This design comes from an exercise in tuning for small area on the open sky130 flow, not from production work. The RTL was checked by simulation tests, not by an equivalence proof against the original design.

==> design.v <==
module motor1stab(clk, rst,
m1in, m2in, m3in, m4in, ch6ratio, ch3ratio,
m1ratio,m2ratio,m3ratio,m4ratio);
input [10:0] m1in, m2in, m3in, m4in,  ch6ratio, ch3ratio;
input clk,rst;
output [10:0] m1ratio,m2ratio,m3ratio,m4ratio;
localparam P0 = 3'b000,   
           P1 = 3'b001,   
           AA = 3'b010,   
           AB = 3'b011,   
           WF = 3'b100,   
           WS = 3'b101,   
           GB = 3'b110;   
localparam [16:0] LFSR_END = 17'h151ae;
reg [2:0] ph;
reg [16:0] lfsr;
reg sec2;
reg [10:0] a1, a2, a3, a4;    
reg [10:0] b1, b2, b3, b4;    
reg [10:0] r1, r2, r3, r4;    
wire first = (ph == WF);
wire [10:0] x1 = first ? a1 : b1;
wire [10:0] x2 = first ? a2 : b2;
wire neq = (m1in != x1) || (m2in != x2);
always @(posedge clk or negedge rst)
if (!rst) begin
	ph <= P0;
	lfsr <= 17'd0;
	sec2 <= 1'b0;
end else begin
	lfsr <= {lfsr[15:0], ~(lfsr[16] ^ lfsr[13])};
	if (lfsr == LFSR_END) sec2 <= 1'b1;
	case (ph)
	P0: ph <= P1;
	P1: ph <= WF;
	WF: ph <= (neq || sec2) ? GB : WS;
	WS: ph <= neq ? GB : WS;
	GB: ph <= AA;
	AA: ph <= AB;
	AB: ph <= WF;
	default: ph <= P0;
	endcase
end
wire cap_a = ph[2] | ~ph[1];    
wire adj   = ~ph[2] & ph[1];
always @(posedge clk) begin
	if (cap_a) begin
		a1 <= m1in; a2 <= m2in; a3 <= m3in; a4 <= m4in;
	end
	if (first) begin
		b1 <= a1; b2 <= a2; b3 <= a3; b4 <= a4;
	end
end
wire gt1, gt2, gt3, gt4;
wire [10:0] d1, d2, d3, d4;
wire [11:0] cp, cp3;
wire [4:0] w0, w1, w2, w3, w4;
wire t1 = ch6ratio[3] ^ ch6ratio[0];
wire t2 = ch6ratio[3] & ch6ratio[0];
wire t3 = ch6ratio[4] ^ ch6ratio[1] ^ t2;
wire t4 = (ch6ratio[4] & ch6ratio[1]) | (t2 & (ch6ratio[4] ^ ch6ratio[1]));
wire t5 = ch6ratio[5] ^ ch6ratio[2] ^ ch6ratio[0];
wire t6 = (ch6ratio[5] & ch6ratio[2]) | (ch6ratio[0] & (ch6ratio[5] ^ ch6ratio[2]));
wire t7 = t5 ^ t4;
wire t8 = t5 & t4;
wire t9 = ch6ratio[6] ^ ch6ratio[3] ^ ch6ratio[1];
wire t10 = (ch6ratio[6] & ch6ratio[3]) | (ch6ratio[1] & (ch6ratio[6] ^ ch6ratio[3]));
wire t11 = t6 ^ t9 ^ t8;
wire t12 = (t6 & t9) | (t8 & (t6 ^ t9));
wire t13 = ch6ratio[7] ^ ch6ratio[4] ^ ch6ratio[2];
wire t14 = (ch6ratio[7] & ch6ratio[4]) | (ch6ratio[2] & (ch6ratio[7] ^ ch6ratio[4]));
wire t15 = t10 ^ t13 ^ t12;
wire t16 = (t10 & t13) | (t12 & (t10 ^ t13));
wire t17 = ch6ratio[8] ^ ch6ratio[5] ^ ch6ratio[3];
wire t18 = (ch6ratio[8] & ch6ratio[5]) | (ch6ratio[3] & (ch6ratio[8] ^ ch6ratio[5]));
wire t19 = t14 ^ t17 ^ t16;
wire t20 = (t14 & t17) | (t16 & (t14 ^ t17));
wire t21 = ch6ratio[9] ^ ch6ratio[6] ^ ch6ratio[4];
wire t22 = (ch6ratio[9] & ch6ratio[6]) | (ch6ratio[4] & (ch6ratio[9] ^ ch6ratio[6]));
wire t23 = t18 ^ t21 ^ t20;
wire t24 = (t18 & t21) | (t20 & (t18 ^ t21));
wire t25 = ch6ratio[10] ^ ch6ratio[7] ^ ch6ratio[5];
wire t26 = (ch6ratio[10] & ch6ratio[7]) | (ch6ratio[5] & (ch6ratio[10] ^ ch6ratio[7]));
wire t27 = ch6ratio[0] ^ t22 ^ t25;
wire t28 = (ch6ratio[0] & t22) | (t25 & (ch6ratio[0] ^ t22));
wire t29 = t27 ^ t24;
wire t30 = t27 & t24;
wire t31 = ch6ratio[8] ^ ch6ratio[6] ^ ch6ratio[1];
wire t32 = t26 ^ t31 ^ t28;
wire t33 = t32 ^ t30;
wire t34 = ch6ratio[0] ^ ch6ratio[1];
wire t35 = ch6ratio[0] & ch6ratio[1];
wire t36 = ch6ratio[1] ^ ch6ratio[2] ^ t35;
wire t37 = (ch6ratio[1] & ch6ratio[2]) | (t35 & (ch6ratio[1] ^ ch6ratio[2]));
wire t38 = ch6ratio[2] ^ t1 ^ t37;
wire t39 = (ch6ratio[2] & t1) | (t37 & (ch6ratio[2] ^ t1));
wire t40 = t1 ^ t3 ^ t39;
wire t41 = (t1 & t3) | (t39 & (t1 ^ t3));
wire t42 = t3 ^ t7 ^ t41;
wire t43 = (t3 & t7) | (t41 & (t3 ^ t7));
wire t44 = t7 ^ t11 ^ t43;
wire t45 = (t7 & t11) | (t43 & (t7 ^ t11));
wire t46 = t11 ^ t15 ^ t45;
wire t47 = (t11 & t15) | (t45 & (t11 ^ t15));
wire t48 = t15 ^ t19 ^ t47;
wire t49 = (t15 & t19) | (t47 & (t15 ^ t19));
wire t50 = t19 ^ t23 ^ t49;
wire t51 = (t19 & t23) | (t49 & (t19 ^ t23));
wire t52 = t23 ^ t29 ^ t51;
wire t53 = (t23 & t29) | (t51 & (t23 ^ t29));
wire t54 = t29 ^ t33 ^ t53;
wire t55 = ~ch6ratio[5];
wire t56 = ~ch6ratio[10];
wire t57 = ch6ratio[0] ^ ch6ratio[7] ^ t56;
wire t58 = (ch6ratio[0] & ch6ratio[7]) | (t56 & (ch6ratio[0] ^ ch6ratio[7]));
wire t59 = ch6ratio[1] ^ t55 ^ ch6ratio[6];
wire t60 = (ch6ratio[1] & t55) | (ch6ratio[6] & (ch6ratio[1] ^ t55));
wire t61 = ~(ch6ratio[7] ^ ch6ratio[8]);
wire t62 = ch6ratio[7] | ch6ratio[8];
wire t63 = t58 ^ t59 ^ t61;
wire t64 = (t58 & t59) | (t61 & (t58 ^ t59));
wire t65 = ch6ratio[2] ^ ch6ratio[6] ^ ch6ratio[8];
wire t66 = (ch6ratio[2] & ch6ratio[6]) | (ch6ratio[8] & (ch6ratio[2] ^ ch6ratio[6]));
wire t67 = ~(ch6ratio[9] ^ t60);
wire t68 = ch6ratio[9] | t60;
wire t69 = t62 ^ t65 ^ t64;
wire t70 = (t62 & t65) | (t64 & (t62 ^ t65));
wire t71 = t67 ^ t69;
wire t72 = t67 & t69;
wire t73 = ch6ratio[3] ^ ch6ratio[6] ^ ch6ratio[9];
wire t74 = (ch6ratio[3] & ch6ratio[6]) | (ch6ratio[9] & (ch6ratio[3] ^ ch6ratio[6]));
wire t75 = t66 ^ t73 ^ t68;
wire t76 = (t66 & t73) | (t68 & (t66 ^ t73));
wire t77 = t70 ^ t75 ^ t72;
wire t78 = (t70 & t75) | (t72 & (t70 ^ t75));
wire t79 = ch6ratio[4] ^ t55 ^ t74;
wire t80 = (ch6ratio[4] & t55) | (t74 & (ch6ratio[4] ^ t55));
wire t81 = t79 ^ t76 ^ t78;
wire t82 = (t79 & t76) | (t78 & (t79 ^ t76));
wire t83 = t80 ^ t82;
wire t84 = t80 & t82;
wire t85 = t84 | (t83 & t81 & (t77 | t71 | t63));
wire t86 = t85 & ~t63;
wire t87 = t85 & t63;
wire t88 = t71 ^ t86;
wire t89 = t71 & t86;
wire t90 = t77 ^ t86 ^ t89;
wire t91 = (t77 & t86) | (t89 & (t77 ^ t86));
wire t92 = t87 | t91;
wire t93 = t81 ^ t92;
wire t94 = t81 & t92;
wire t95 = t83 ^ t94;
wire t96 = t63 ^ t85;
wire t97 = t95 | (t93 & t90 & (t88 | t96 | t57));
wire t98 = t97 & ~t57;
wire t99 = t97 & t57;
wire t100 = t96 ^ t98;
wire t101 = t96 & t98;
wire t102 = t88 ^ t98 ^ t101;
wire t103 = (t88 & t98) | (t101 & (t88 ^ t98));
wire t104 = t99 | t103;
wire t105 = t90 ^ t104;
wire t106 = t90 & t104;
wire t107 = t93 ^ t106;
wire t108 = t57 ^ t97;
wire t109 = t107 | (t105 & t102 & (t100 | t108 | 1'b0));
wire t110 = t109 & ~1'b0;
wire t111 = t109 & 1'b0;
wire t112 = t108 ^ t110;
wire t113 = t108 & t110;
wire t114 = t100 ^ t110 ^ t113;
wire t115 = (t100 & t110) | (t113 & (t100 ^ t110));
wire t116 = t111 | t115;
wire t117 = t102 ^ t116;
wire t118 = t102 & t116;
wire t119 = t105 ^ t118;
wire t120 = 1'b0 ^ t109;
wire t121 = t119 | (t117 & t114 & (t112 | t120 | 1'b0));
wire t122 = t121 & ~1'b0;
wire t123 = t121 & 1'b0;
wire t124 = t120 ^ t122;
wire t125 = t120 & t122;
wire t126 = t112 ^ t122 ^ t125;
wire t127 = (t112 & t122) | (t125 & (t112 ^ t122));
wire t128 = t123 | t127;
wire t129 = t114 ^ t128;
wire t130 = t114 & t128;
wire t131 = t117 ^ t130;
wire t132 = 1'b0 ^ t121;
wire t133 = t131 | (t129 & t126 & (t124 | t132 | 1'b0));
wire t134 = t133 & ~1'b0;
wire t135 = t133 & 1'b0;
wire t136 = t132 ^ t134;
wire t137 = t132 & t134;
wire t138 = t124 ^ t134 ^ t137;
wire t139 = (t124 & t134) | (t137 & (t124 ^ t134));
wire t140 = t135 | t139;
wire t141 = t126 ^ t140;
wire t142 = t126 & t140;
wire t143 = t129 ^ t142;
wire t144 = 1'b0 ^ t133;
wire t145 = t143 | (t141 & t138 & (t136 | t144 | 1'b0));
wire t146 = t145 & ~1'b0;
wire t147 = t145 & 1'b0;
wire t148 = t144 ^ t146;
wire t149 = t144 & t146;
wire t150 = t136 ^ t146 ^ t149;
wire t151 = (t136 & t146) | (t149 & (t136 ^ t146));
wire t152 = t147 | t151;
wire t153 = t138 ^ t152;
wire t154 = t138 & t152;
wire t155 = t141 ^ t154;
wire t156 = 1'b0 ^ t145;
wire t157 = a1[0] ^ a2[0] ^ a3[0];
wire t158 = (a1[0] & a2[0]) | (a3[0] & (a1[0] ^ a2[0]));
wire t159 = a4[0] ^ t157;
wire t160 = a4[0] & t157;
wire t161 = a1[1] ^ a2[1] ^ a3[1];
wire t162 = (a1[1] & a2[1]) | (a3[1] & (a1[1] ^ a2[1]));
wire t163 = a4[1] ^ t158 ^ t161;
wire t164 = (a4[1] & t158) | (t161 & (a4[1] ^ t158));
wire t165 = t160 ^ t163;
wire t166 = t160 & t163;
wire t167 = a1[2] ^ a2[2] ^ a3[2];
wire t168 = (a1[2] & a2[2]) | (a3[2] & (a1[2] ^ a2[2]));
wire t169 = a4[2] ^ t162 ^ t167;
wire t170 = (a4[2] & t162) | (t167 & (a4[2] ^ t162));
wire t171 = t164 ^ t169 ^ t166;
wire t172 = (t164 & t169) | (t166 & (t164 ^ t169));
wire t173 = a1[3] ^ a2[3] ^ a3[3];
wire t174 = (a1[3] & a2[3]) | (a3[3] & (a1[3] ^ a2[3]));
wire t175 = a4[3] ^ t168 ^ t173;
wire t176 = (a4[3] & t168) | (t173 & (a4[3] ^ t168));
wire t177 = t170 ^ t175 ^ t172;
wire t178 = (t170 & t175) | (t172 & (t170 ^ t175));
wire t179 = a1[4] ^ a2[4] ^ a3[4];
wire t180 = (a1[4] & a2[4]) | (a3[4] & (a1[4] ^ a2[4]));
wire t181 = a4[4] ^ t174 ^ t179;
wire t182 = (a4[4] & t174) | (t179 & (a4[4] ^ t174));
wire t183 = t176 ^ t181 ^ t178;
wire t184 = (t176 & t181) | (t178 & (t176 ^ t181));
wire t185 = a1[5] ^ a2[5] ^ a3[5];
wire t186 = (a1[5] & a2[5]) | (a3[5] & (a1[5] ^ a2[5]));
wire t187 = a4[5] ^ t180 ^ t185;
wire t188 = (a4[5] & t180) | (t185 & (a4[5] ^ t180));
wire t189 = t182 ^ t187 ^ t184;
wire t190 = (t182 & t187) | (t184 & (t182 ^ t187));
wire t191 = a1[6] ^ a2[6] ^ a3[6];
wire t192 = (a1[6] & a2[6]) | (a3[6] & (a1[6] ^ a2[6]));
wire t193 = a4[6] ^ t186 ^ t191;
wire t194 = (a4[6] & t186) | (t191 & (a4[6] ^ t186));
wire t195 = t188 ^ t193 ^ t190;
wire t196 = (t188 & t193) | (t190 & (t188 ^ t193));
wire t197 = a1[7] ^ a2[7] ^ a3[7];
wire t198 = (a1[7] & a2[7]) | (a3[7] & (a1[7] ^ a2[7]));
wire t199 = a4[7] ^ t192 ^ t197;
wire t200 = (a4[7] & t192) | (t197 & (a4[7] ^ t192));
wire t201 = t194 ^ t199 ^ t196;
wire t202 = (t194 & t199) | (t196 & (t194 ^ t199));
wire t203 = a1[8] ^ a2[8] ^ a3[8];
wire t204 = (a1[8] & a2[8]) | (a3[8] & (a1[8] ^ a2[8]));
wire t205 = a4[8] ^ t198 ^ t203;
wire t206 = (a4[8] & t198) | (t203 & (a4[8] ^ t198));
wire t207 = t200 ^ t205 ^ t202;
wire t208 = (t200 & t205) | (t202 & (t200 ^ t205));
wire t209 = a1[9] ^ a2[9] ^ a3[9];
wire t210 = (a1[9] & a2[9]) | (a3[9] & (a1[9] ^ a2[9]));
wire t211 = a4[9] ^ t204 ^ t209;
wire t212 = (a4[9] & t204) | (t209 & (a4[9] ^ t204));
wire t213 = t206 ^ t211 ^ t208;
wire t214 = (t206 & t211) | (t208 & (t206 ^ t211));
wire t215 = a1[10] ^ a2[10] ^ a3[10];
wire t216 = (a1[10] & a2[10]) | (a3[10] & (a1[10] ^ a2[10]));
wire t217 = a4[10] ^ t210 ^ t215;
wire t218 = (a4[10] & t210) | (t215 & (a4[10] ^ t210));
wire t219 = t212 ^ t217 ^ t214;
wire t220 = (t212 & t217) | (t214 & (t212 ^ t217));
wire t221 = t216 ^ t218 ^ t220;
wire t222 = (t216 & t218) | (t220 & (t216 ^ t218));
wire t223 = (a1[0] & ~t171) | (a1[0] & 1'b0) | (~t171 & 1'b0);
wire t224 = (a1[1] & ~t177) | (a1[1] & t223) | (~t177 & t223);
wire t225 = (a1[2] & ~t183) | (a1[2] & t224) | (~t183 & t224);
wire t226 = (a1[3] & ~t189) | (a1[3] & t225) | (~t189 & t225);
wire t227 = (a1[4] & ~t195) | (a1[4] & t226) | (~t195 & t226);
wire t228 = (a1[5] & ~t201) | (a1[5] & t227) | (~t201 & t227);
wire t229 = (a1[6] & ~t207) | (a1[6] & t228) | (~t207 & t228);
wire t230 = (a1[7] & ~t213) | (a1[7] & t229) | (~t213 & t229);
wire t231 = (a1[8] & ~t219) | (a1[8] & t230) | (~t219 & t230);
wire t232 = (a1[9] & ~t221) | (a1[9] & t231) | (~t221 & t231);
wire t233 = (a1[10] & ~t222) | (a1[10] & t232) | (~t222 & t232);
assign gt1 = t233;
wire t234 = (a2[0] & ~t171) | (a2[0] & 1'b0) | (~t171 & 1'b0);
wire t235 = (a2[1] & ~t177) | (a2[1] & t234) | (~t177 & t234);
wire t236 = (a2[2] & ~t183) | (a2[2] & t235) | (~t183 & t235);
wire t237 = (a2[3] & ~t189) | (a2[3] & t236) | (~t189 & t236);
wire t238 = (a2[4] & ~t195) | (a2[4] & t237) | (~t195 & t237);
wire t239 = (a2[5] & ~t201) | (a2[5] & t238) | (~t201 & t238);
wire t240 = (a2[6] & ~t207) | (a2[6] & t239) | (~t207 & t239);
wire t241 = (a2[7] & ~t213) | (a2[7] & t240) | (~t213 & t240);
wire t242 = (a2[8] & ~t219) | (a2[8] & t241) | (~t219 & t241);
wire t243 = (a2[9] & ~t221) | (a2[9] & t242) | (~t221 & t242);
wire t244 = (a2[10] & ~t222) | (a2[10] & t243) | (~t222 & t243);
assign gt2 = t244;
wire t245 = (a3[0] & ~t171) | (a3[0] & 1'b0) | (~t171 & 1'b0);
wire t246 = (a3[1] & ~t177) | (a3[1] & t245) | (~t177 & t245);
wire t247 = (a3[2] & ~t183) | (a3[2] & t246) | (~t183 & t246);
wire t248 = (a3[3] & ~t189) | (a3[3] & t247) | (~t189 & t247);
wire t249 = (a3[4] & ~t195) | (a3[4] & t248) | (~t195 & t248);
wire t250 = (a3[5] & ~t201) | (a3[5] & t249) | (~t201 & t249);
wire t251 = (a3[6] & ~t207) | (a3[6] & t250) | (~t207 & t250);
wire t252 = (a3[7] & ~t213) | (a3[7] & t251) | (~t213 & t251);
wire t253 = (a3[8] & ~t219) | (a3[8] & t252) | (~t219 & t252);
wire t254 = (a3[9] & ~t221) | (a3[9] & t253) | (~t221 & t253);
wire t255 = (a3[10] & ~t222) | (a3[10] & t254) | (~t222 & t254);
assign gt3 = t255;
wire t256 = (a4[0] & ~t171) | (a4[0] & 1'b0) | (~t171 & 1'b0);
wire t257 = (a4[1] & ~t177) | (a4[1] & t256) | (~t177 & t256);
wire t258 = (a4[2] & ~t183) | (a4[2] & t257) | (~t183 & t257);
wire t259 = (a4[3] & ~t189) | (a4[3] & t258) | (~t189 & t258);
wire t260 = (a4[4] & ~t195) | (a4[4] & t259) | (~t195 & t259);
wire t261 = (a4[5] & ~t201) | (a4[5] & t260) | (~t201 & t260);
wire t262 = (a4[6] & ~t207) | (a4[6] & t261) | (~t207 & t261);
wire t263 = (a4[7] & ~t213) | (a4[7] & t262) | (~t213 & t262);
wire t264 = (a4[8] & ~t219) | (a4[8] & t263) | (~t219 & t263);
wire t265 = (a4[9] & ~t221) | (a4[9] & t264) | (~t221 & t264);
wire t266 = (a4[10] & ~t222) | (a4[10] & t265) | (~t222 & t265);
assign gt4 = t266;
wire t267 = ~a1[0];
wire t268 = ~a1[1];
wire t269 = ~a1[2];
wire t270 = ~a1[3];
wire t271 = ~a1[4];
wire t272 = ~a1[5];
wire t273 = ~a1[6];
wire t274 = ~a1[7];
wire t275 = ~a1[8];
wire t276 = ~a1[9];
wire t277 = ~a1[10];
wire t278 = ~(b1[0] ^ t267);
wire t279 = b1[0] | t267;
wire t280 = b1[1] ^ t268 ^ t279;
wire t281 = (b1[1] & t268) | (t279 & (b1[1] ^ t268));
wire t282 = b1[2] ^ t269 ^ t281;
wire t283 = (b1[2] & t269) | (t281 & (b1[2] ^ t269));
wire t284 = b1[3] ^ t270 ^ t283;
wire t285 = (b1[3] & t270) | (t283 & (b1[3] ^ t270));
wire t286 = b1[4] ^ t271 ^ t285;
wire t287 = (b1[4] & t271) | (t285 & (b1[4] ^ t271));
wire t288 = b1[5] ^ t272 ^ t287;
wire t289 = (b1[5] & t272) | (t287 & (b1[5] ^ t272));
wire t290 = b1[6] ^ t273 ^ t289;
wire t291 = (b1[6] & t273) | (t289 & (b1[6] ^ t273));
wire t292 = b1[7] ^ t274 ^ t291;
wire t293 = (b1[7] & t274) | (t291 & (b1[7] ^ t274));
wire t294 = b1[8] ^ t275 ^ t293;
wire t295 = (b1[8] & t275) | (t293 & (b1[8] ^ t275));
wire t296 = b1[9] ^ t276 ^ t295;
wire t297 = (b1[9] & t276) | (t295 & (b1[9] ^ t276));
wire t298 = b1[10] ^ t277 ^ t297;
assign d1 = {t298, t296, t294, t292, t290, t288, t286, t284, t282, t280, t278};
wire t299 = ~a2[0];
wire t300 = ~a2[1];
wire t301 = ~a2[2];
wire t302 = ~a2[3];
wire t303 = ~a2[4];
wire t304 = ~a2[5];
wire t305 = ~a2[6];
wire t306 = ~a2[7];
wire t307 = ~a2[8];
wire t308 = ~a2[9];
wire t309 = ~a2[10];
wire t310 = ~(b2[0] ^ t299);
wire t311 = b2[0] | t299;
wire t312 = b2[1] ^ t300 ^ t311;
wire t313 = (b2[1] & t300) | (t311 & (b2[1] ^ t300));
wire t314 = b2[2] ^ t301 ^ t313;
wire t315 = (b2[2] & t301) | (t313 & (b2[2] ^ t301));
wire t316 = b2[3] ^ t302 ^ t315;
wire t317 = (b2[3] & t302) | (t315 & (b2[3] ^ t302));
wire t318 = b2[4] ^ t303 ^ t317;
wire t319 = (b2[4] & t303) | (t317 & (b2[4] ^ t303));
wire t320 = b2[5] ^ t304 ^ t319;
wire t321 = (b2[5] & t304) | (t319 & (b2[5] ^ t304));
wire t322 = b2[6] ^ t305 ^ t321;
wire t323 = (b2[6] & t305) | (t321 & (b2[6] ^ t305));
wire t324 = b2[7] ^ t306 ^ t323;
wire t325 = (b2[7] & t306) | (t323 & (b2[7] ^ t306));
wire t326 = b2[8] ^ t307 ^ t325;
wire t327 = (b2[8] & t307) | (t325 & (b2[8] ^ t307));
wire t328 = b2[9] ^ t308 ^ t327;
wire t329 = (b2[9] & t308) | (t327 & (b2[9] ^ t308));
wire t330 = b2[10] ^ t309 ^ t329;
assign d2 = {t330, t328, t326, t324, t322, t320, t318, t316, t314, t312, t310};
wire t331 = ~a3[0];
wire t332 = ~a3[1];
wire t333 = ~a3[2];
wire t334 = ~a3[3];
wire t335 = ~a3[4];
wire t336 = ~a3[5];
wire t337 = ~a3[6];
wire t338 = ~a3[7];
wire t339 = ~a3[8];
wire t340 = ~a3[9];
wire t341 = ~a3[10];
wire t342 = ~(b3[0] ^ t331);
wire t343 = b3[0] | t331;
wire t344 = b3[1] ^ t332 ^ t343;
wire t345 = (b3[1] & t332) | (t343 & (b3[1] ^ t332));
wire t346 = b3[2] ^ t333 ^ t345;
wire t347 = (b3[2] & t333) | (t345 & (b3[2] ^ t333));
wire t348 = b3[3] ^ t334 ^ t347;
wire t349 = (b3[3] & t334) | (t347 & (b3[3] ^ t334));
wire t350 = b3[4] ^ t335 ^ t349;
wire t351 = (b3[4] & t335) | (t349 & (b3[4] ^ t335));
wire t352 = b3[5] ^ t336 ^ t351;
wire t353 = (b3[5] & t336) | (t351 & (b3[5] ^ t336));
wire t354 = b3[6] ^ t337 ^ t353;
wire t355 = (b3[6] & t337) | (t353 & (b3[6] ^ t337));
wire t356 = b3[7] ^ t338 ^ t355;
wire t357 = (b3[7] & t338) | (t355 & (b3[7] ^ t338));
wire t358 = b3[8] ^ t339 ^ t357;
wire t359 = (b3[8] & t339) | (t357 & (b3[8] ^ t339));
wire t360 = b3[9] ^ t340 ^ t359;
wire t361 = (b3[9] & t340) | (t359 & (b3[9] ^ t340));
wire t362 = b3[10] ^ t341 ^ t361;
assign d3 = {t362, t360, t358, t356, t354, t352, t350, t348, t346, t344, t342};
wire t363 = ~a4[0];
wire t364 = ~a4[1];
wire t365 = ~a4[2];
wire t366 = ~a4[3];
wire t367 = ~a4[4];
wire t368 = ~a4[5];
wire t369 = ~a4[6];
wire t370 = ~a4[7];
wire t371 = ~a4[8];
wire t372 = ~a4[9];
wire t373 = ~a4[10];
wire t374 = ~(b4[0] ^ t363);
wire t375 = b4[0] | t363;
wire t376 = b4[1] ^ t364 ^ t375;
wire t377 = (b4[1] & t364) | (t375 & (b4[1] ^ t364));
wire t378 = b4[2] ^ t365 ^ t377;
wire t379 = (b4[2] & t365) | (t377 & (b4[2] ^ t365));
wire t380 = b4[3] ^ t366 ^ t379;
wire t381 = (b4[3] & t366) | (t379 & (b4[3] ^ t366));
wire t382 = b4[4] ^ t367 ^ t381;
wire t383 = (b4[4] & t367) | (t381 & (b4[4] ^ t367));
wire t384 = b4[5] ^ t368 ^ t383;
wire t385 = (b4[5] & t368) | (t383 & (b4[5] ^ t368));
wire t386 = b4[6] ^ t369 ^ t385;
wire t387 = (b4[6] & t369) | (t385 & (b4[6] ^ t369));
wire t388 = b4[7] ^ t370 ^ t387;
wire t389 = (b4[7] & t370) | (t387 & (b4[7] ^ t370));
wire t390 = b4[8] ^ t371 ^ t389;
wire t391 = (b4[8] & t371) | (t389 & (b4[8] ^ t371));
wire t392 = b4[9] ^ t372 ^ t391;
wire t393 = (b4[9] & t372) | (t391 & (b4[9] ^ t372));
wire t394 = b4[10] ^ t373 ^ t393;
assign d4 = {t394, t392, t390, t388, t386, t384, t382, t380, t378, t376, t374};
assign cp = {t33, t29, t23, t19, t15, t11, t7, t3, t1, ch6ratio[2], ch6ratio[1], ch6ratio[0]};
assign cp3 = {t54, t52, t50, t48, t46, t44, t42, t40, t38, t36, t34, ch6ratio[0]};
assign w0 = {t107, t105, t102, t100, t108};
assign w1 = {t119, t117, t114, t112, t120};
assign w2 = {t131, t129, t126, t124, t132};
assign w3 = {t143, t141, t138, t136, t144};
assign w4 = {t155, t153, t150, t148, t156};
wire act1 = gt1 & (|d1);
wire act2 = gt2 & (|d2);
wire act3 = gt3 & (|d3);
wire act4 = gt4 & (|d4);
wire s12 = act1 & act2;
wire [10:0] u1d = act1 ? d1 : d2;
wire [10:0] u2d = s12 ? d2 : d3;
wire [10:0] u3d = act4 ? d4 : d3;
wire [10:0] u1m = act1 ? m1in : m2in;
wire [10:0] u2m = s12 ? m2in : m3in;
wire [10:0] u3m = act4 ? m4in : m3in;
wire [10:0] u1o, u2o, u3o;
dunit u1 (.d(u1d), .m(u1m), .cp(cp), .cp3(cp3), .w0(w0), .w1(w1), .w2(w2), .w3(w3), .w4(w4), .c0(ch6ratio[0]), .o(u1o));
dunit u2 (.d(u2d), .m(u2m), .cp(cp), .cp3(cp3), .w0(w0), .w1(w1), .w2(w2), .w3(w3), .w4(w4), .c0(ch6ratio[0]), .o(u2o));
dunit u3 (.d(u3d), .m(u3m), .cp(cp), .cp3(cp3), .w0(w0), .w1(w1), .w2(w2), .w3(w3), .w4(w4), .c0(ch6ratio[0]), .o(u3o));
wire [10:0] o1 = u1o;
wire [10:0] o2 = act1 ? u2o : u1o;
wire [10:0] o3 = s12 ? u3o : u2o;
wire [10:0] o4 = u3o;
wire off = ch3ratio < 11'd50;
wire [10:0] n1 = off ? 11'd0 : act1 ? o1 : m1in;
wire [10:0] n2 = off ? 11'd0 : act2 ? o2 : m2in;
wire [10:0] n3 = off ? 11'd0 : act3 ? o3 : m3in;
wire [10:0] n4 = off ? 11'd0 : act4 ? o4 : m4in;
assign m1ratio = adj ? n1 : r1;
assign m2ratio = adj ? n2 : r2;
assign m3ratio = adj ? n3 : r3;
assign m4ratio = adj ? n4 : r4;
always @(posedge clk or negedge rst)
if (!rst) begin
	r1 <= 11'd0; r2 <= 11'd0; r3 <= 11'd0; r4 <= 11'd0;
end else begin
	r1 <= m1ratio; r2 <= m2ratio; r3 <= m3ratio; r4 <= m4ratio;
end
endmodule
module dunit(d, m, cp, cp3, w0, w1, w2, w3, w4, c0, o);
input [10:0] d;
input [10:0] m;
input [11:0] cp;
input [11:0] cp3;
input [4:0] w0;
input [4:0] w1;
input [4:0] w2;
input [4:0] w3;
input [4:0] w4;
input [0:0] c0;
output [10:0] o;
wire n1 = ~d[5];
wire n2 = ~d[10];
wire n3 = d[0] ^ d[7] ^ n2;
wire n4 = (d[0] & d[7]) | (n2 & (d[0] ^ d[7]));
wire n5 = d[1] ^ n1 ^ d[6];
wire n6 = (d[1] & n1) | (d[6] & (d[1] ^ n1));
wire n7 = ~(d[7] ^ d[8]);
wire n8 = d[7] | d[8];
wire n9 = n4 ^ n5 ^ n7;
wire n10 = (n4 & n5) | (n7 & (n4 ^ n5));
wire n11 = d[2] ^ d[6] ^ d[8];
wire n12 = (d[2] & d[6]) | (d[8] & (d[2] ^ d[6]));
wire n13 = ~(d[9] ^ n6);
wire n14 = d[9] | n6;
wire n15 = n8 ^ n11 ^ n10;
wire n16 = (n8 & n11) | (n10 & (n8 ^ n11));
wire n17 = n13 ^ n15;
wire n18 = n13 & n15;
wire n19 = d[3] ^ d[6] ^ d[9];
wire n20 = (d[3] & d[6]) | (d[9] & (d[3] ^ d[6]));
wire n21 = n12 ^ n19 ^ n14;
wire n22 = (n12 & n19) | (n14 & (n12 ^ n19));
wire n23 = n16 ^ n21 ^ n18;
wire n24 = (n16 & n21) | (n18 & (n16 ^ n21));
wire n25 = d[4] ^ n1 ^ n20;
wire n26 = (d[4] & n1) | (n20 & (d[4] ^ n1));
wire n27 = n25 ^ n22 ^ n24;
wire n28 = (n25 & n22) | (n24 & (n25 ^ n22));
wire n29 = n26 ^ n28;
wire n30 = n26 & n28;
wire n31 = n30 | (n29 & n27 & (n23 | n17 | n9));
wire n32 = n31 & ~n9;
wire n33 = n31 & n9;
wire n34 = n17 ^ n32;
wire n35 = n17 & n32;
wire n36 = n23 ^ n32 ^ n35;
wire n37 = (n23 & n32) | (n35 & (n23 ^ n32));
wire n38 = n33 | n37;
wire n39 = n27 ^ n38;
wire n40 = n27 & n38;
wire n41 = n29 ^ n40;
wire n42 = n9 ^ n31;
wire n43 = n41 | (n39 & n36 & (n34 | n42 | n3));
wire n44 = n43 & ~n3;
wire n45 = n43 & n3;
wire n46 = n42 ^ n44;
wire n47 = n42 & n44;
wire n48 = n34 ^ n44 ^ n47;
wire n49 = (n34 & n44) | (n47 & (n34 ^ n44));
wire n50 = n45 | n49;
wire n51 = n36 ^ n50;
wire n52 = n36 & n50;
wire n53 = n39 ^ n52;
wire n54 = n3 ^ n43;
wire n55 = n54 & w0[0];
wire n56 = n54 & w0[1];
wire n57 = n54 & w0[2];
wire n58 = n54 & w0[3];
wire n59 = n54 & w0[4];
wire n60 = n46 & w1[0];
wire n61 = n46 & w1[1];
wire n62 = n46 & w1[2];
wire n63 = n46 & w1[3];
wire n64 = n46 & w1[4];
wire n65 = n48 & w2[0];
wire n66 = n48 & w2[1];
wire n67 = n48 & w2[2];
wire n68 = n48 & w2[3];
wire n69 = n48 & w2[4];
wire n70 = n51 & w3[0];
wire n71 = n51 & w3[1];
wire n72 = n51 & w3[2];
wire n73 = n51 & w3[3];
wire n74 = n51 & w3[4];
wire n75 = n53 & w4[0];
wire n76 = n53 & w4[1];
wire n77 = n53 & w4[2];
wire n78 = n53 & w4[3];
wire n79 = n53 & w4[4];
wire n80 = n55 ^ n60 ^ n65;
wire n81 = (n55 & n60) | (n65 & (n55 ^ n60));
wire n82 = n70 ^ n75 ^ n80;
wire n83 = (n70 & n75) | (n80 & (n70 ^ n75));
wire n84 = n56 ^ n61 ^ n66;
wire n85 = (n56 & n61) | (n66 & (n56 ^ n61));
wire n86 = n71 ^ n76 ^ n81;
wire n87 = (n71 & n76) | (n81 & (n71 ^ n76));
wire n88 = n84 ^ n83 ^ n86;
wire n89 = (n84 & n83) | (n86 & (n84 ^ n83));
wire n90 = n57 ^ n62 ^ n67;
wire n91 = (n57 & n62) | (n67 & (n57 ^ n62));
wire n92 = n72 ^ n77 ^ n85;
wire n93 = (n72 & n77) | (n85 & (n72 ^ n77));
wire n94 = n90 ^ n87 ^ n92;
wire n95 = (n90 & n87) | (n92 & (n90 ^ n87));
wire n96 = n89 ^ n94;
wire n97 = n89 & n94;
wire n98 = n58 ^ n63 ^ n68;
wire n99 = (n58 & n63) | (n68 & (n58 ^ n63));
wire n100 = n73 ^ n78 ^ n91;
wire n101 = (n73 & n78) | (n91 & (n73 ^ n78));
wire n102 = n98 ^ n93 ^ n100;
wire n103 = (n98 & n93) | (n100 & (n98 ^ n93));
wire n104 = n95 ^ n102 ^ n97;
wire n105 = (n95 & n102) | (n97 & (n95 ^ n102));
wire n106 = n59 ^ n64 ^ n69;
wire n107 = (n59 & n64) | (n69 & (n59 ^ n64));
wire n108 = n74 ^ n79 ^ n99;
wire n109 = (n74 & n79) | (n99 & (n74 ^ n79));
wire n110 = n106 ^ n101 ^ n108;
wire n111 = (n106 & n101) | (n108 & (n106 ^ n101));
wire n112 = n103 ^ n110 ^ n105;
wire n113 = (n103 & n110) | (n105 & (n103 ^ n110));
wire n114 = n107 ^ n109 ^ n111;
wire n115 = (n107 & n109) | (n111 & (n107 ^ n109));
wire n116 = n114 ^ n113;
wire n117 = n114 & n113;
wire n118 = n115 ^ n117;
wire n119 = n118 | (n116 & n112 & (n104 | n96 | n88));
wire n120 = n119 & ~n88;
wire n121 = n119 & n88;
wire n122 = n96 ^ n120;
wire n123 = n96 & n120;
wire n124 = n104 ^ n120 ^ n123;
wire n125 = (n104 & n120) | (n123 & (n104 ^ n120));
wire n126 = n121 | n125;
wire n127 = n112 ^ n126;
wire n128 = n112 & n126;
wire n129 = n116 ^ n128;
wire n130 = n88 ^ n119;
wire n131 = n129 | (n127 & n124 & (n122 | n130 | n82));
wire n132 = n131 & ~n82;
wire n133 = n131 & n82;
wire n134 = n130 ^ n132;
wire n135 = n130 & n132;
wire n136 = n122 ^ n132 ^ n135;
wire n137 = (n122 & n132) | (n135 & (n122 ^ n132));
wire n138 = n133 | n137;
wire n139 = n124 ^ n138;
wire n140 = n124 & n138;
wire n141 = n127 ^ n140;
wire n142 = n82 ^ n131;
wire n143 = (d[0] & c0) ^ n142;
wire n144 = (1'b0 & ~d[0] & ~d[1] & ~d[2]) | (~1'b0 & d[0] & ~d[1] & ~d[2]) | (1'b0 & ~d[0] & d[1] & d[2]) | (~1'b0 & d[0] & d[1] & d[2]);
wire n145 = (1'b0 & d[0] & ~d[1] & ~d[2]) | (~1'b0 & ~d[0] & d[1] & ~d[2]) | (1'b0 & d[0] & ~d[1] & d[2]) | (~1'b0 & ~d[0] & d[1] & d[2]);
wire n146 = (1'b0 & ~d[0] & d[1] & ~d[2]) | (~1'b0 & d[0] & d[1] & ~d[2]) | (1'b0 & ~d[0] & ~d[1] & d[2]) | (~1'b0 & d[0] & ~d[1] & d[2]);
wire n147 = (1'b0 & d[0] & d[1] & ~d[2]) | (~1'b0 & ~d[0] & ~d[1] & d[2]);
wire n148 = (1'b0 & ~d[0] & ~d[1] & ~d[2]) | (~1'b0 & d[0] & ~d[1] & ~d[2]) | (1'b0 & d[0] & ~d[1] & ~d[2]) | (~1'b0 & ~d[0] & d[1] & ~d[2]) | (1'b0 & ~d[0] & d[1] & ~d[2]) | (~1'b0 & d[0] & d[1] & ~d[2]) | (1'b0 & d[0] & d[1] & ~d[2]);
wire n149 = (d[2] & ~d[3] & ~d[4] & ~d[5]) | (~d[2] & d[3] & ~d[4] & ~d[5]) | (d[2] & ~d[3] & d[4] & d[5]) | (~d[2] & d[3] & d[4] & d[5]);
wire n150 = (d[2] & d[3] & ~d[4] & ~d[5]) | (~d[2] & ~d[3] & d[4] & ~d[5]) | (d[2] & d[3] & ~d[4] & d[5]) | (~d[2] & ~d[3] & d[4] & d[5]);
wire n151 = (d[2] & ~d[3] & d[4] & ~d[5]) | (~d[2] & d[3] & d[4] & ~d[5]) | (d[2] & ~d[3] & ~d[4] & d[5]) | (~d[2] & d[3] & ~d[4] & d[5]);
wire n152 = (d[2] & d[3] & d[4] & ~d[5]) | (~d[2] & ~d[3] & ~d[4] & d[5]);
wire n153 = (d[2] & ~d[3] & ~d[4] & ~d[5]) | (~d[2] & d[3] & ~d[4] & ~d[5]) | (d[2] & d[3] & ~d[4] & ~d[5]) | (~d[2] & ~d[3] & d[4] & ~d[5]) | (d[2] & ~d[3] & d[4] & ~d[5]) | (~d[2] & d[3] & d[4] & ~d[5]) | (d[2] & d[3] & d[4] & ~d[5]);
wire n154 = (d[5] & ~d[6] & ~d[7] & ~d[8]) | (~d[5] & d[6] & ~d[7] & ~d[8]) | (d[5] & ~d[6] & d[7] & d[8]) | (~d[5] & d[6] & d[7] & d[8]);
wire n155 = (d[5] & d[6] & ~d[7] & ~d[8]) | (~d[5] & ~d[6] & d[7] & ~d[8]) | (d[5] & d[6] & ~d[7] & d[8]) | (~d[5] & ~d[6] & d[7] & d[8]);
wire n156 = (d[5] & ~d[6] & d[7] & ~d[8]) | (~d[5] & d[6] & d[7] & ~d[8]) | (d[5] & ~d[6] & ~d[7] & d[8]) | (~d[5] & d[6] & ~d[7] & d[8]);
wire n157 = (d[5] & d[6] & d[7] & ~d[8]) | (~d[5] & ~d[6] & ~d[7] & d[8]);
wire n158 = (d[5] & ~d[6] & ~d[7] & ~d[8]) | (~d[5] & d[6] & ~d[7] & ~d[8]) | (d[5] & d[6] & ~d[7] & ~d[8]) | (~d[5] & ~d[6] & d[7] & ~d[8]) | (d[5] & ~d[6] & d[7] & ~d[8]) | (~d[5] & d[6] & d[7] & ~d[8]) | (d[5] & d[6] & d[7] & ~d[8]);
wire n159 = (d[8] & ~d[9] & ~d[10] & ~1'b0) | (~d[8] & d[9] & ~d[10] & ~1'b0) | (d[8] & ~d[9] & d[10] & 1'b0) | (~d[8] & d[9] & d[10] & 1'b0);
wire n160 = (d[8] & d[9] & ~d[10] & ~1'b0) | (~d[8] & ~d[9] & d[10] & ~1'b0) | (d[8] & d[9] & ~d[10] & 1'b0) | (~d[8] & ~d[9] & d[10] & 1'b0);
wire n161 = (d[8] & ~d[9] & d[10] & ~1'b0) | (~d[8] & d[9] & d[10] & ~1'b0) | (d[8] & ~d[9] & ~d[10] & 1'b0) | (~d[8] & d[9] & ~d[10] & 1'b0);
wire n162 = (d[8] & d[9] & d[10] & ~1'b0) | (~d[8] & ~d[9] & ~d[10] & 1'b0);
wire n163 = (d[8] & ~d[9] & ~d[10] & ~1'b0) | (~d[8] & d[9] & ~d[10] & ~1'b0) | (d[8] & d[9] & ~d[10] & ~1'b0) | (~d[8] & ~d[9] & d[10] & ~1'b0) | (d[8] & ~d[9] & d[10] & ~1'b0) | (~d[8] & d[9] & d[10] & ~1'b0) | (d[8] & d[9] & d[10] & ~1'b0);
wire n164 = ((n144 & cp[0]) | (n146 & cp3[0])) ^ n148;
wire n165 = ((n144 & cp[1]) | (n145 & cp[0]) | (n146 & cp3[1])) ^ n148;
wire n166 = ((n144 & cp[2]) | (n145 & cp[1]) | (n146 & cp3[2]) | (n147 & cp[0])) ^ n148;
wire n167 = ((n144 & cp[3]) | (n145 & cp[2]) | (n146 & cp3[3]) | (n147 & cp[1])) ^ n148;
wire n168 = ((n144 & cp[4]) | (n145 & cp[3]) | (n146 & cp3[4]) | (n147 & cp[2])) ^ n148;
wire n169 = ((n144 & cp[5]) | (n145 & cp[4]) | (n146 & cp3[5]) | (n147 & cp[3])) ^ n148;
wire n170 = ((n144 & cp[6]) | (n145 & cp[5]) | (n146 & cp3[6]) | (n147 & cp[4])) ^ n148;
wire n171 = ((n144 & cp[7]) | (n145 & cp[6]) | (n146 & cp3[7]) | (n147 & cp[5])) ^ n148;
wire n172 = ((n144 & cp[8]) | (n145 & cp[7]) | (n146 & cp3[8]) | (n147 & cp[6])) ^ n148;
wire n173 = ((n144 & cp[9]) | (n145 & cp[8]) | (n146 & cp3[9]) | (n147 & cp[7])) ^ n148;
wire n174 = ((n144 & cp[10]) | (n145 & cp[9]) | (n146 & cp3[10]) | (n147 & cp[8])) ^ n148;
wire n175 = ((n144 & cp[11]) | (n145 & cp[10]) | (n146 & cp3[11]) | (n147 & cp[9])) ^ n148;
wire n176 = ((n149 & cp[0]) | (n151 & cp3[0])) ^ n153;
wire n177 = ((n149 & cp[1]) | (n150 & cp[0]) | (n151 & cp3[1])) ^ n153;
wire n178 = ((n149 & cp[2]) | (n150 & cp[1]) | (n151 & cp3[2]) | (n152 & cp[0])) ^ n153;
wire n179 = ((n149 & cp[3]) | (n150 & cp[2]) | (n151 & cp3[3]) | (n152 & cp[1])) ^ n153;
wire n180 = ((n149 & cp[4]) | (n150 & cp[3]) | (n151 & cp3[4]) | (n152 & cp[2])) ^ n153;
wire n181 = ((n149 & cp[5]) | (n150 & cp[4]) | (n151 & cp3[5]) | (n152 & cp[3])) ^ n153;
wire n182 = ((n149 & cp[6]) | (n150 & cp[5]) | (n151 & cp3[6]) | (n152 & cp[4])) ^ n153;
wire n183 = ((n149 & cp[7]) | (n150 & cp[6]) | (n151 & cp3[7]) | (n152 & cp[5])) ^ n153;
wire n184 = ((n149 & cp[8]) | (n150 & cp[7]) | (n151 & cp3[8]) | (n152 & cp[6])) ^ n153;
wire n185 = ((n154 & cp[0]) | (n156 & cp3[0])) ^ n158;
wire n186 = ((n154 & cp[1]) | (n155 & cp[0]) | (n156 & cp3[1])) ^ n158;
wire n187 = ((n154 & cp[2]) | (n155 & cp[1]) | (n156 & cp3[2]) | (n157 & cp[0])) ^ n158;
wire n188 = ((n154 & cp[3]) | (n155 & cp[2]) | (n156 & cp3[3]) | (n157 & cp[1])) ^ n158;
wire n189 = ((n154 & cp[4]) | (n155 & cp[3]) | (n156 & cp3[4]) | (n157 & cp[2])) ^ n158;
wire n190 = ((n154 & cp[5]) | (n155 & cp[4]) | (n156 & cp3[5]) | (n157 & cp[3])) ^ n158;
wire n191 = ((n159 & cp[0]) | (n161 & cp3[0])) ^ n163;
wire n192 = ((n159 & cp[1]) | (n160 & cp[0]) | (n161 & cp3[1])) ^ n163;
wire n193 = ((n159 & cp[2]) | (n160 & cp[1]) | (n161 & cp3[2]) | (n162 & cp[0])) ^ n163;
wire n194 = n142 ^ n143 ^ n164;
wire n195 = (n142 & n143) | (n164 & (n142 ^ n143));
wire n196 = n148 ^ n194;
wire n197 = n148 & n194;
wire n198 = m[0] ^ n134 ^ n165;
wire n199 = (m[0] & n134) | (n165 & (m[0] ^ n134));
wire n200 = n195 ^ n198 ^ n197;
wire n201 = (n195 & n198) | (n197 & (n195 ^ n198));
wire n202 = m[1] ^ n136 ^ n166;
wire n203 = (m[1] & n136) | (n166 & (m[1] ^ n136));
wire n204 = n199 ^ n202 ^ n201;
wire n205 = (n199 & n202) | (n201 & (n199 ^ n202));
wire n206 = m[2] ^ n139 ^ n142;
wire n207 = (m[2] & n139) | (n142 & (m[2] ^ n139));
wire n208 = n167 ^ n176 ^ n153;
wire n209 = (n167 & n176) | (n153 & (n167 ^ n176));
wire n210 = n203 ^ n206 ^ n208;
wire n211 = (n203 & n206) | (n208 & (n203 ^ n206));
wire n212 = n210 ^ n205;
wire n213 = n210 & n205;
wire n214 = m[3] ^ n141 ^ n134;
wire n215 = (m[3] & n141) | (n134 & (m[3] ^ n141));
wire n216 = n168 ^ n177 ^ n207;
wire n217 = (n168 & n177) | (n207 & (n168 ^ n177));
wire n218 = n209 ^ n214 ^ n211;
wire n219 = (n209 & n214) | (n211 & (n209 ^ n214));
wire n220 = n216 ^ n218 ^ n213;
wire n221 = (n216 & n218) | (n213 & (n216 ^ n218));
wire n222 = m[4] ^ n136 ^ n142;
wire n223 = (m[4] & n136) | (n142 & (m[4] ^ n136));
wire n224 = n169 ^ n178 ^ n215;
wire n225 = (n169 & n178) | (n215 & (n169 ^ n178));
wire n226 = n222 ^ n217 ^ n224;
wire n227 = (n222 & n217) | (n224 & (n222 ^ n217));
wire n228 = n219 ^ n226 ^ n221;
wire n229 = (n219 & n226) | (n221 & (n219 ^ n226));
wire n230 = m[5] ^ n139 ^ n134;
wire n231 = (m[5] & n139) | (n134 & (m[5] ^ n139));
wire n232 = n170 ^ n179 ^ n185;
wire n233 = (n170 & n179) | (n185 & (n170 ^ n179));
wire n234 = n158 ^ n223 ^ n230;
wire n235 = (n158 & n223) | (n230 & (n158 ^ n223));
wire n236 = n232 ^ n225 ^ n234;
wire n237 = (n232 & n225) | (n234 & (n232 ^ n225));
wire n238 = n227 ^ n236 ^ n229;
wire n239 = (n227 & n236) | (n229 & (n227 ^ n236));
wire n240 = m[6] ^ n141 ^ n136;
wire n241 = (m[6] & n141) | (n136 & (m[6] ^ n141));
wire n242 = n171 ^ n180 ^ n186;
wire n243 = (n171 & n180) | (n186 & (n171 ^ n180));
wire n244 = n231 ^ n233 ^ n240;
wire n245 = (n231 & n233) | (n240 & (n231 ^ n233));
wire n246 = n242 ^ n235 ^ n244;
wire n247 = (n242 & n235) | (n244 & (n242 ^ n235));
wire n248 = n237 ^ n246 ^ n239;
wire n249 = (n237 & n246) | (n239 & (n237 ^ n246));
wire n250 = m[7] ^ n139 ^ n172;
wire n251 = (m[7] & n139) | (n172 & (m[7] ^ n139));
wire n252 = n181 ^ n187 ^ n241;
wire n253 = (n181 & n187) | (n241 & (n181 ^ n187));
wire n254 = n243 ^ n250 ^ n245;
wire n255 = (n243 & n250) | (n245 & (n243 ^ n250));
wire n256 = n252 ^ n247 ^ n254;
wire n257 = (n252 & n247) | (n254 & (n252 ^ n247));
wire n258 = n256 ^ n249;
wire n259 = n256 & n249;
wire n260 = m[8] ^ n141 ^ n173;
wire n261 = (m[8] & n141) | (n173 & (m[8] ^ n141));
wire n262 = n182 ^ n188 ^ n191;
wire n263 = (n182 & n188) | (n191 & (n182 ^ n188));
wire n264 = n163 ^ n251 ^ n260;
wire n265 = (n163 & n251) | (n260 & (n163 ^ n251));
wire n266 = n262 ^ n253 ^ n264;
wire n267 = (n262 & n253) | (n264 & (n262 ^ n253));
wire n268 = n255 ^ n266 ^ n257;
wire n269 = (n255 & n266) | (n257 & (n255 ^ n266));
wire n270 = n268 ^ n259;
wire n271 = n268 & n259;
wire n272 = m[9] ^ n142 ^ n174;
wire n273 = (m[9] & n142) | (n174 & (m[9] ^ n142));
wire n274 = n183 ^ n189 ^ n192;
wire n275 = (n183 & n189) | (n192 & (n183 ^ n189));
wire n276 = n261 ^ n263 ^ n272;
wire n277 = (n261 & n263) | (n272 & (n261 ^ n263));
wire n278 = n274 ^ n265 ^ n276;
wire n279 = (n274 & n265) | (n276 & (n274 ^ n265));
wire n280 = n267 ^ n278 ^ n269;
wire n281 = (n267 & n278) | (n269 & (n267 ^ n278));
wire n282 = n280 ^ n271;
wire n283 = n280 & n271;
wire n284 = m[10] ^ n134 ^ n143;
wire n285 = n175 ^ n184 ^ n190;
wire n286 = n193 ^ n273 ^ n275;
wire n287 = n284 ^ n285 ^ n277;
wire n288 = n286 ^ n279 ^ n287;
wire n289 = n288 ^ n281 ^ n283;
assign o = {n289, n282, n270, n258, n248, n238, n228, n220, n212, n204, n200};
endmodule
==> flow/run.sh <==
#!/bin/bash
# Own layout flow: the standard layout (standard.sh) with three changes:
#  - synthesis runs synth_recipe.tcl with its synth wrapper replaced by
#    flow/synth_proc.tcl: the full/half adders are extracted before synth's
#    abc -fast instead of after it (same passes otherwise, same registers);
#  - the logic is mapped with an area-oriented ABC script (flow/abc_area.script,
#    used as ORFS's abc_area.script with ABC_AREA=1);
#  - the port buffers are sky130_fd_sc_hd__buf_1 cells.
# Each step's output goes to its own log file in this folder.
set -euo pipefail
here=$(pwd)
rm -rf "$here/scripts_local"
cp -r "$FLOW_HOME/scripts" "$here/scripts_local"
cp "$here/flow/abc_area.script" "$here/scripts_local/abc_area.script"
first='proc synth {args} { yosys synth -nofsm -noshare {*}$args }'
if [[ "$(head -1 synth_recipe.tcl)" != "$first" ]]; then
  echo "synth_recipe.tcl does not start with the expected synth wrapper" >&2
  exit 1
fi
{ cat "$here/flow/synth_proc.tcl"; tail -n +2 synth_recipe.tcl; } > "$here/own_synth.tcl"
bash standard.sh SCRIPTS_DIR="$here/scripts_local" ABC_AREA=1 SYNTH_SCRIPT="$here/own_synth.tcl" synth > "$here/flow_synth.log" 2>&1
export BUFFER_PORTS_ARGS="-buffer_cell sky130_fd_sc_hd__buf_1"
bash standard.sh finish > "$here/flow_finish.log" 2>&1
==> flow/abc_area.script <==
strash
dch -f
map -a
topo
==> flow/synth_proc.tcl <==
# Replaces the first line of synth_recipe.tcl (its synth wrapper). Same synth -nofsm
# -noshare, except that the fine stage extracts the full and half adders (as ORFS's
# synth.tcl does later) before synth's own abc -fast, so that the adder structure of
# the RTL reaches the adder cells. Registers are not touched by this step.
proc synth {args} {
  set i [lsearch -exact $args "fine:"]
  if { $i > 0 && [lindex $args [expr {$i - 1}]] == "-run" } {
    # the fine stage of synth, with the full adders extracted before abc -fast
    set rest [lreplace $args [expr {$i - 1}] $i]
    set top [lindex $rest [expr {[lsearch -exact $rest "-top"] + 1}]]
    set extra {}
    set j [lsearch -exact $rest "-extra-map"]
    if { $j >= 0 } { set extra [list -map [lindex $rest [expr {$j + 1}]]] }
    yosys opt -fast -full
    yosys memory_map
    yosys opt -full
    yosys techmap -map +/techmap.v {*}$extra
    yosys opt -fast
    yosys extract_fa
    yosys techmap -map $::env(ADDER_MAP_FILE)
    yosys techmap
    yosys opt -fast
    yosys abc -fast
    yosys opt -fast
    yosys synth -nofsm -noshare -run check: {*}$rest
  } else {
    yosys synth -nofsm -noshare {*}$args
  }
}
==> standard.sh <==
#!/bin/bash
# synth_recipe.tcl (not shown) runs the flow's synth.tcl, then flattens the netlist and writes it again
# the make line also repeats each setting of config.mk as NAME=value (left out here)
make -C /OpenROAD-flow-scripts/flow DESIGN_CONFIG=/design/flow/config.mk WORK_HOME=/design/flow/orfs CLKGATE_MAP_FILE= SYNTH_SCRIPT=/design/flow/synth_recipe.tcl "${@:-finish}"
==> config.mk <==
export PLATFORM = sky130hd
export DESIGN_NAME = motor1stab
export DESIGN_NICKNAME = motor1stab
export VERILOG_FILES = /design/flow/design.v
export SDC_FILE = /design/flow/constraint.sdc
export NUM_CORES = 4
export LEC_CHECK = 0
export CAP_MARGIN = 20
export CORE_MARGIN = 2
export CORE_UTILIZATION = 70
export CTS_BUF_LIST = sky130_fd_sc_hd__clkbuf_16
export CTS_CLUSTER_DIAMETER = 300
export CTS_CLUSTER_SIZE = 50
export GPL_TIMING_DRIVEN = 0
export SLEW_MARGIN = 20
==> constraint.sdc <==
create_clock -name core_clock -period 40.0 [get_ports {clk}]
set_input_delay 8.0000 -clock core_clock [delete_from_list [all_inputs] [get_ports {clk}]]
set_output_delay 8.0000 -clock core_clock [all_outputs]
set_load 0.01 [all_outputs]
==> summary.txt, run 1 <==
Routing
  – Via density: 6.25
  – Drt pass-1 iters: 6
  – Vias: 16200
  – DRC viols: 0
  – Final WL: 57500 µm
  – WL/cell: 22.1 µm
  – Antenna Nets Post-Route: 0
  – First DRT Iteration DRCs: 1756

Clock tree
  – Cts bufs inserted: 17
  – H-tree depth: 4
  – Clk sinks: 153
  – Max clock buf depth: 2
  – CTS root buf: clkbuf_16
  – Clock transition at path regs: 0.06 ns
  – CTS tree: yes
  – Clock Latency Late Sink: 0.44 ns

Cells and area
  – Most frequent cells in the layout: fa_1 (317), clkinv_1 (290), nand2_1 (267)
  – Max FFs per register: 17
  – Fill count: 1956
  – Final core occ: 0.778
  – Area growth syn-to-layout: 10.1%
  – ANT cells: 0
  – Most common cell after layout, fill and taps aside: fa_1
  – Nets: 2705
  – Share of cells above drive strength 1: 0.0527
  – Top reg by flops: lfsr

Place
  – Port-buffer cells: 110
  – Gpl congestion: 0.978
  – Detail Placement HPWL: 46400 µm
  – Pre-CTS setup slack: -1.50 ns

Worst setup path
  – Crit end category: output pin
  – CP startpoint kind: primary input
  – R2R Path Start: a1[1]$_DFFE_PP_
  – Register-to-Register Path Depth: 83
  – Number of cells on the critical path: 83
  – CP required: 32.00 ns
  – Max incr delay on CP: 0.55 ns
  – Worst Setup Path Type: primary input to output pin
  – Crit path DAT: 31.08 ns
  – Crit path launch: ch6ratio[0]
  – Slowest-stage cell, CP: fa_1
  – Buffer and inverter count on the worst path: 7
  – Worst Path Max Fanout: 23
  – Top delay family on crit path: adder cells

Timing
  – Final hold vios: 0
  – Final setup margin: 0.919 ns
  – Tmin final: 39.08 ns
  – Clock Skew: 0.00871 ns
  – Max Fclk: 25.6 MHz
  – Period utilisation layout: 0.977
  – Worst Tran Pin Value: 1.15 ns
  – Slew headroom: 0.224
  – Final Setup Violations: 0
  – Final slew viol count: 0

Synthesis
  – Simple-Gate Fraction of Synth Area: 0.117
  – Synth Net Count: 2559
  – Post-synthesis xor/xnor area fraction: 0.0749
  – Count of state elements after synthesis: 153
  – Cell variety after synth: 39
  – Mapped Cells: 2062
  – Top cells by area, synth: fa_1 (32%), edfxtp_1 (10%), dfrtp_1 (8.3%), ha_1 (7.2%), clkinv_1 (5.7%)
  – Yosys warns: 1
  – Largest family of logic cells by synthesized area: adder cells
  – Register area share after synthesis: 0.207
  – Mux contribution to synthesized area: 0.000577
  – Top-area cell type share of the netlist area: 0.325
  – Post-Syn Area per Cell: 9.47 µm²
  – Post-synthesis compound-gate area fraction: 0.138
  – Mapped cell area: 0.0195 mm²
  – Synth Area in Adders: 0.405
  – Cell taking the most area after synthesis: fa_1

Flow run
  – Maxcap violations: 0

Global route
  – Vias in the first global route: 16700
  – Total GRT Usage: 0.407
  – Global-route wire length before repair: 89100 µm
  – Largest net degree at the start of global routing: 90
  – Global route overflow: 0
  – Antenna violations before repair: 0

Hold path
  – Hold path startpoint: lfsr[4]$_DFF_PN0_
  – Worst hold-check path type: flip-flop to flip-flop
  – Cells on Worst Hold Path: 0

Run status
  – Status: complete, no violations

Die
  – Die width: 171 µm
  – Core area: 0.0276 mm²
  – Number of I/O pins: 112
  – DIE AREA: 0.0293 mm²
  – Height of the die: 171 µm
  – FP Rows: 61
  – Starting density of the core: 0.707
[worst paths after layout]
kind | to | slack [ns]
setup / recovery | m3ratio[10] | 0.92
hold / removal | lfsr[5]$_DFF_PN0_ | 0.38
setup reg to reg | r2[10]$_DFF_PN0_ | 12.69
hold reg to reg | lfsr[5]$_DFF_PN0_ | 0.38
max in group asynchronous | lfsr[7]$_DFF_PN0_ | 31.76
min in group asynchronous | r4[6]$_DFF_PN0_ | 7.53
[cell usage after synthesis, drive strengths merged]
master and instances:
a22oi 93, mux2 1, o21bai 4, a21boi 3, dfxtp 22, and3 2, o31ai 4, a21oi 69
o22ai 26, nor4 4, clkinv 294, o221a 1, o311ai 5, and2 11, a2111oi 2, maj3 17
nand4 12, o21ai 179, or3 2, dfrtp 65, nand3 13, a32o 2, a22o 1, ha 112
a221oi 8, o221ai 15, edfxtp 66, or2 20, nor3 14, nor3b 1, o41ai 1, o211ai 21
o21a 1, fa 317, xnor2 66, xor2 101, nand2 267, a211oi 4, nor2 216
[cell type report]
cell class                 count  area, µm²  share of cell area
multi-input combinational   1615      14600               0.678
clock buffer                  20        500              0.0233
tap                          378        473              0.0220
clock inverter                12       95.1             0.00442
inverter                     294       1120              0.0521
timing repair buffer         127        689              0.0321
sequential                   153       4050               0.188
[cell families (layout without fill, tap and decap cells)]
kind of cell / count (synthesis) / after routing
and+or+nand+nor: 562 / 562
adders and majority gates: 446 / 446
AOI/OAI and AO/OA: 439 / 439
buffers and inverters: 294 / 453
xor gates and xnor gates: 167 / 167
DFF: 153 / 153
muxes: 1 / 1
[routing by layer]
metal / track usage / vias up / routed length (µm)
li1: - / 7173 / -
met2: 0.682 / 876 / 28200
met3: 0.0657 / 204 / 4840
met5: 0 / - / 0
met1: 0.517 / 7987 / 21400
met4: 0.201 / 0 / 3060
[through the flow]
step	std cells	hold WS (ns)	instance area [µm²]	TNS [ns]
4_1_cts	2591	0.375	21300	0
3_5_place_dp	2559	0.361	20700	-9.68
6_report	2599	0.377	21500	0
3_3_place_gp	2550	0.356	20400	-22.72
5_1_grt	2599	0.395	21500	-0.0416
2_1_floorplan	2062	0.354	19500	0
[repair_timing]
item,CTS,global route
hold buffers,0,0
pin swaps,0,8
buffers inserted,0,8
endpoints found under the setup margin,17,6
gates resized for setup,10,24
==> inputs of run 2 (changes only) <==
--- a/flow/run.sh
+++ b/flow/run.sh
@@ -1,11 +1,13 @@
 #!/bin/bash
-# Own layout flow: the standard layout (standard.sh) with three changes:
+# Own layout flow: the standard layout (standard.sh) with four changes:
 #  - synthesis runs synth_recipe.tcl with its synth wrapper replaced by
 #    flow/synth_proc.tcl: the full/half adders are extracted before synth's
 #    abc -fast instead of after it (same passes otherwise, same registers);
 #  - the logic is mapped with an area-oriented ABC script (flow/abc_area.script,
 #    used as ORFS's abc_area.script with ABC_AREA=1);
-#  - the port buffers are sky130_fd_sc_hd__buf_1 cells.
+#  - the port buffers are sky130_fd_sc_hd__buf_1 cells;
+#  - after global routing, gates off the critical paths are downsized
+#    (ORFS's RECOVER_POWER step, repair_timing -recover_power).
 # Each step's output goes to its own log file in this folder.
 set -euo pipefail
 here=$(pwd)
@@ -20,4 +22,4 @@
 { cat "$here/flow/synth_proc.tcl"; tail -n +2 synth_recipe.tcl; } > "$here/own_synth.tcl"
 bash standard.sh SCRIPTS_DIR="$here/scripts_local" ABC_AREA=1 SYNTH_SCRIPT="$here/own_synth.tcl" synth > "$here/flow_synth.log" 2>&1
 export BUFFER_PORTS_ARGS="-buffer_cell sky130_fd_sc_hd__buf_1"
-bash standard.sh finish > "$here/flow_finish.log" 2>&1
+bash standard.sh RECOVER_POWER=100 finish > "$here/flow_finish.log" 2>&1
--- a/config.mk
+++ b/config.mk
@@ -8,8 +8,6 @@
 export CAP_MARGIN = 20
 export CORE_MARGIN = 2
 export CORE_UTILIZATION = 70
-export CTS_BUF_LIST = sky130_fd_sc_hd__clkbuf_16
-export CTS_CLUSTER_DIAMETER = 300
-export CTS_CLUSTER_SIZE = 50
-export GPL_TIMING_DRIVEN = 0
+export CTS_BUF_LIST = sky130_fd_sc_hd__clkbuf_8
+export CTS_CLUSTER_SIZE = 30
 export SLEW_MARGIN = 20
==> run 2 against run 1 <==
  * The layout now fails its checks (max-capacitance violations, max-slew violations)
  * Maximum frequency rose by 0.16%
  * Setup slack better by 0.064 ns
  * Global-route usage decreased by 0.22 points
  * Critical path type unchanged
  * Largest cell class unchanged
  * Highest routed layer is now met5
==> summary.txt, run 2 <==
Run status
  – Status: finished with violations
  – SO Faults: max-capacitance violations, max-slew violations

Cells and area
  – Nets: 2719
  – Fin area: 0.0211 mm²
  – Area growth syn-to-layout: 7.90%
  – ANT cells: 0
  – Share of cells above drive strength 1: 0.0501
  – Most common cell after layout, fill and taps aside: fa_1
  – Top reg by flops: lfsr

Die
  – Core area: 0.0276 mm²
  – Starting density of the core: 0.707
  – FP Rows: 61
  – Height of the die: 171 µm
  – Number of I/O pins: 112
  – Die width: 171 µm

Global route
  – Vias in the first global route: 16400
  – Global route overflow: 0
  – Global-route wire length before repair: 88200 µm
  – Largest net degree at the start of global routing: 66
  – Antenna violations before repair: 1

Synthesis
  – Cell variety after synth: 39
  – Synth async-reset ratio: 0.425
  – Top cells by area, synth: fa_1 (32%), edfxtp_1 (10%), dfrtp_1 (8.3%), ha_1 (7.2%), clkinv_1 (5.7%)
  – Mux contribution to synthesized area: 0.000577
  – Count of state elements after synthesis: 153
  – Mapped Cells: 2062
  – Cell taking the most area after synthesis: fa_1
  – EDFF count, synth: 66
  – Post-synthesis compound-gate area fraction: 0.138
  – Top-area cell type share of the netlist area: 0.325
  – Yosys warns: 1
  – Simple-Gate Fraction of Synth Area: 0.117
  – Register area share after synthesis: 0.207
  – Synth Area in Adders: 0.405
  – Post-synthesis xor/xnor area fraction: 0.0749

Timing
  – Max Fclk: 25.6 MHz
  – Final slew viol count: 188
  – Worst Tran Pin Value: 3.73 ns
  – Slew headroom: -1.49
  – Clock Skew: 0.0212 ns
  – Worst hold slack: 0.383 ns
  – Period utilisation layout: 0.975
  – Tmin final: 39.02 ns
  – Final Setup Violations: 0

Flow run
  – Maxcap violations: 4

Worst setup path
  – CP startpoint kind: primary input
  – Max incr delay on CP: 0.54 ns
  – Number of cells on the critical path: 88
  – CP required: 32.00 ns
  – Worst Setup Path Type: primary input to output pin
  – Register-to-Register Path Depth: 84
  – Worst Path Max Fanout: 6
  – Crit path DAT: 31.02 ns

Routing
  – Final WL: 56400 µm
  – Drt pass-1 iters: 7
  – DRC viols: 0
  – First DRT Iteration DRCs: 1733
  – Antenna Nets Post-Route: 0
  – WL/cell: 21.6 µm

Hold path
  – Worst hold-check path type: flip-flop to flip-flop
  – Cells on Worst Hold Path: 0
  – Hold path startpoint: lfsr[6]$_DFF_PN0_

Clock tree
  – Clock Latency Late Sink: 0.46 ns
  – Max clock buf depth: 2
  – CTS tree: yes
  – CTS root buf: clkbuf_8
  – Clock transition at path regs: 0.08 ns
  – Clk sinks: 153

Place
  – Placed cell areas: 0.0207 mm²
==> run 2: cell counts after synthesis <==
Identical to the previous run, type by type.
==> run 2: worst register-to-register path: cells and delay by family (launching register included) <==
kind,cells,cell delay [ns]
flip-flops,1,0.51
buffers and inverters,5,1.60
XOR/XNOR,6,1.70
AO/OA/AOI/OAI,9,2.25
adder cells (fa/ha/maj),52,19.59
AND/OR/NAND/NOR,12,2.19
==> run 2: stage by stage <==
step           utilization  worst slack [ns]  std cells  TNS [ns]
2_1_floorplan            -              2.27       2062         0
3_3_place_gp         0.747             0.690       2577         0
3_5_place_dp         0.747             0.169       2577         0
4_1_cts              0.760             0.123       2609         0
5_1_grt              0.763           -0.0198       2613   -0.0198
6_report             0.763             0.982       2613         0
==> run 2: how the worst max path moves through the flow <==
stage                     start     endpoint  slack, ns
finish              ch6ratio[6]  m3ratio[10]       0.98
global route        ch6ratio[6]  m3ratio[10]      -0.02
CTS                 ch6ratio[6]  m3ratio[10]       0.12
detailed placement  ch6ratio[6]  m3ratio[10]       0.17
global placement    ch6ratio[6]  m3ratio[10]       0.69
floorplan           ch6ratio[1]  m1ratio[10]       2.27
==> run 2: cell type report <==
cell class | count | area (µm²)
Clock buffer | 17 | 234
Timing Repair Buffer | 141 | 636
Fill cell | 2082 | 6560
Tap cell | 378 | 473
Inverter | 294 | 1100
Multi-Input combinational cell | 1615 | 14500
Clock inverter | 15 | 116
Sequential cell | 153 | 4050
==> run 2: kinds of logic after synthesis <==
logic type / after synthesis
AOI/OAI and AO/OA: 439
xor gates and xnor gates: 167
and+or+nand+nor: 562
adders and majority gates: 446
muxes: 1
DFF: 153
buffers and inverters: 294
==> run 2: routing by layer <==
metal | share of wire | wire length (µm) | global-route usage | up-vias
li1 | - | - | - | 7172
met3 | 0.10 | 5750 | 0.0826 | 235
met4 | 0.064 | 3610 | 0.220 | 2
met5 | 0.00023 | 13 | 0 | -
met2 | 0.48 | 26800 | 0.655 | 925
met1 | 0.36 | 20200 | 0.515 | 7880
==> run 2: what timing repair did <==
action	CTS	global route
resized for setup	0	12
endpoints found under the setup margin	0	4
buffers inserted	0	3
hold buffers	0	0

==> afterwards: timing with drivers on the ports <==
In the flow no input, the clock included, has a driving cell. The finished layouts below were timed again as built, in two steps.
Step 1: set_driving_cell puts a clkbuf_16 on clk and a buf_2 on each other input, an assumption about the parent block.
Step 2 also shifts input and output timing later by t, the mid clock arrival at the registers, as if the neighbouring blocks saw the same clock.
Three values: ideal ports, drivers, drivers and shift; two values: the first two.
run	shift t [ns]	setup slack, ns	worst hold slack (ns)	cell pins on the clock port's net
run 1	0.479	0.919 / 0.859 / 0.859	0.377 / 0.377 / 0.377	1
run 2	0.496	0.982 / 0.956 / 0.956	0.383 / 0.383 / 0.383	1
For run 1, which loses most, drivers alone change the setup slack by -0.060 ns; drivers and shift together by -0.060 ns.
